This is an optimization exercise on Yosys and OpenROAD, whose aim is small area, not a production implementation. Only simulation tests tie the RTL to the original design; equivalence was not proved. Power and IR drop assume default switching activity.

==> trial 71 <==
==> flow/design.v <==
module ram_1r1w_sync
  #(parameter [31:0] width_p = 8
  ,parameter [31:0] depth_p = 512
  /*verilator lint_off UNUSEDPARAM*/
  ,parameter filename_p = "memory_init_file.bin")
  /*verilator lint_on UNUSEDPARAM*/
  (input [0:0] clk_i
  ,input [0:0] reset_i
  ,input [0:0] wr_valid_i
  ,input [width_p-1:0] wr_data_i
  ,input [$clog2(depth_p) - 1 : 0] wr_addr_i
  ,input [0:0] rd_valid_i
  ,input [$clog2(depth_p) - 1 : 0] rd_addr_i
  ,output [width_p-1:0] rd_data_o);
  logic [width_p-1:0] ram [depth_p-1:0];
  logic [width_p-1:0] rd_data_l;
  always_ff @(posedge clk_i) begin
    if (~reset_i && rd_valid_i)
      rd_data_l <= ram[rd_addr_i];
    if (~reset_i && wr_valid_i) 
      ram[wr_addr_i] <= wr_data_i;
  end
  assign rd_data_o = rd_data_l;
endmodule
module delaybuffer
  #(parameter [31:0] width_p = 16
   ,parameter [31:0] delay_p = 64
   )
  (input [0:0] clk_i
  ,input [0:0] reset_i
  ,input [width_p-1:0] data_i
  ,input [0:0] ready_i
  ,input [0:0] valid_i
  ,output [0:0] ready_o 
  ,output [0:0] valid_o 
  ,output [width_p-1:0] data_o 
  );
  logic valid_l;
  assign ready_o = ready_i | ~valid_l;
  logic wr_en;
  assign wr_en = ready_o & valid_i;
  always_ff @(posedge clk_i) begin
    if (reset_i)
      valid_l <= 1'b0;
    else if (ready_o)
      valid_l <= valid_i;
  end
  assign valid_o = valid_l;
  logic [width_p-1:0] sr_r [0:delay_p];
  always_ff @(posedge clk_i) begin
    if (wr_en) begin
      sr_r[0] <= data_i;
      for (int i = 1; i <= delay_p; i++)
        sr_r[i] <= sr_r[i-1];
    end
  end
  assign data_o = sr_r[delay_p];
endmodule
==> flow/run.sh <==
#!/bin/bash
# synth_recipe.tcl (not shown) runs the flow's synth.tcl, then flattens the netlist and writes it again
# the make line also repeats each setting of config.mk as NAME=value (left out here)
make -C /OpenROAD-flow-scripts/flow DESIGN_CONFIG=/design/flow/config.mk WORK_HOME=/design/flow/orfs CLKGATE_MAP_FILE= SYNTH_SCRIPT=/design/flow/synth_recipe.tcl finish
==> flow/config.mk <==
export PLATFORM = sky130hd
export DESIGN_NAME = delaybuffer
export DESIGN_NICKNAME = delaybuffer
export VERILOG_FILES = /design/flow/design.v
export SDC_FILE = /design/flow/constraint.sdc
export NUM_CORES = 4
export LEC_CHECK = 0
export CAP_MARGIN = 20
export CORE_MARGIN = 2
export CORE_UTILIZATION = 70
export CTS_BUF_LIST = sky130_fd_sc_hd__clkbuf_8
export CTS_CLUSTER_DIAMETER = 80
export CTS_CLUSTER_SIZE = 20
export PLACE_DENSITY = 0.8
export SLEW_MARGIN = 20
==> flow/constraint.sdc <==
create_clock -name core_clock -period 5.0 [get_ports {clk_i}]
set_input_delay 1.0000 -clock core_clock [delete_from_list [all_inputs] [get_ports {clk_i}]]
set_output_delay 1.0000 -clock core_clock [all_outputs]
set_load 0.01 [all_outputs]
==> build 38: changes against trial 71 <==
Settings changed: CORE_UTILIZATION 70 to 50, CTS_BUF_LIST sky130_fd_sc_hd__clkbuf_8 to default, CTS_CLUSTER_DIAMETER 80 to default, CTS_CLUSTER_SIZE 20 to default, PLACE_DENSITY 0.8 to default.
==> build 76: changes against trial 71 <==
Settings changed: CORE_UTILIZATION 70 to 85, CTS_CLUSTER_DIAMETER 80 to 50, CTS_CLUSTER_SIZE 20 to 22, PLACE_DENSITY 0.8 to 0.9.
==> trial 85: changes against trial 71 <==
Settings changed: CTS_CLUSTER_DIAMETER 80 to 45, CTS_CLUSTER_SIZE 20 to 25, PLACE_DENSITY 0.8 to default.
==> run summary <==
quantity	trial 71	build 76	trial 85	build 38
Setup-failing EPs final	0	-	0	0
Heaviest power group	registers	-	registers	registers
Maximum fanout encountered on the critical timing path	3	-	3	3
Worst-path cell with the longest stage delay	sky130_fd_sc_hd__clkdlybuf4s50_1	-	sky130_fd_sc_hd__clkdlybuf4s50_1	sky130_fd_sc_hd__clkdlybuf4s50_1
Run status	finished clean	stopped before the end	finished clean	finished clean
Stage where the flow stopped	-	detailed placement	-	-
Reg-to-reg endpoint	sr_r[0][15]$_DFFE_PP_	-	sr_r[23][1]$_DFFE_PP_	sr_r[12][6]$_DFFE_PP_
CTS tree	built	-	built	built
Placed instance area	32,580 sq um	-	32,640 sq um	33,030 sq um
Initial DRT Pass Iterations	4	-	4	6
Die width	215.4 um	195.9 um	215.4 um	254.1 um
Cell Pwr Density	416.8 nW/um^2	-	439.3 nW/um^2	488.0 nW/um^2
Final instance area	33,490 sq um	-	34,240 sq um	36,050 sq um
Critical Path Source Type	primary input	-	primary input	primary input
Most common cell after layout, fill and taps aside	sky130_fd_sc_hd__edfxtp_1	-	sky130_fd_sc_hd__edfxtp_1	sky130_fd_sc_hd__edfxtp_1
Total stage count of the critical path	3	-	3	3
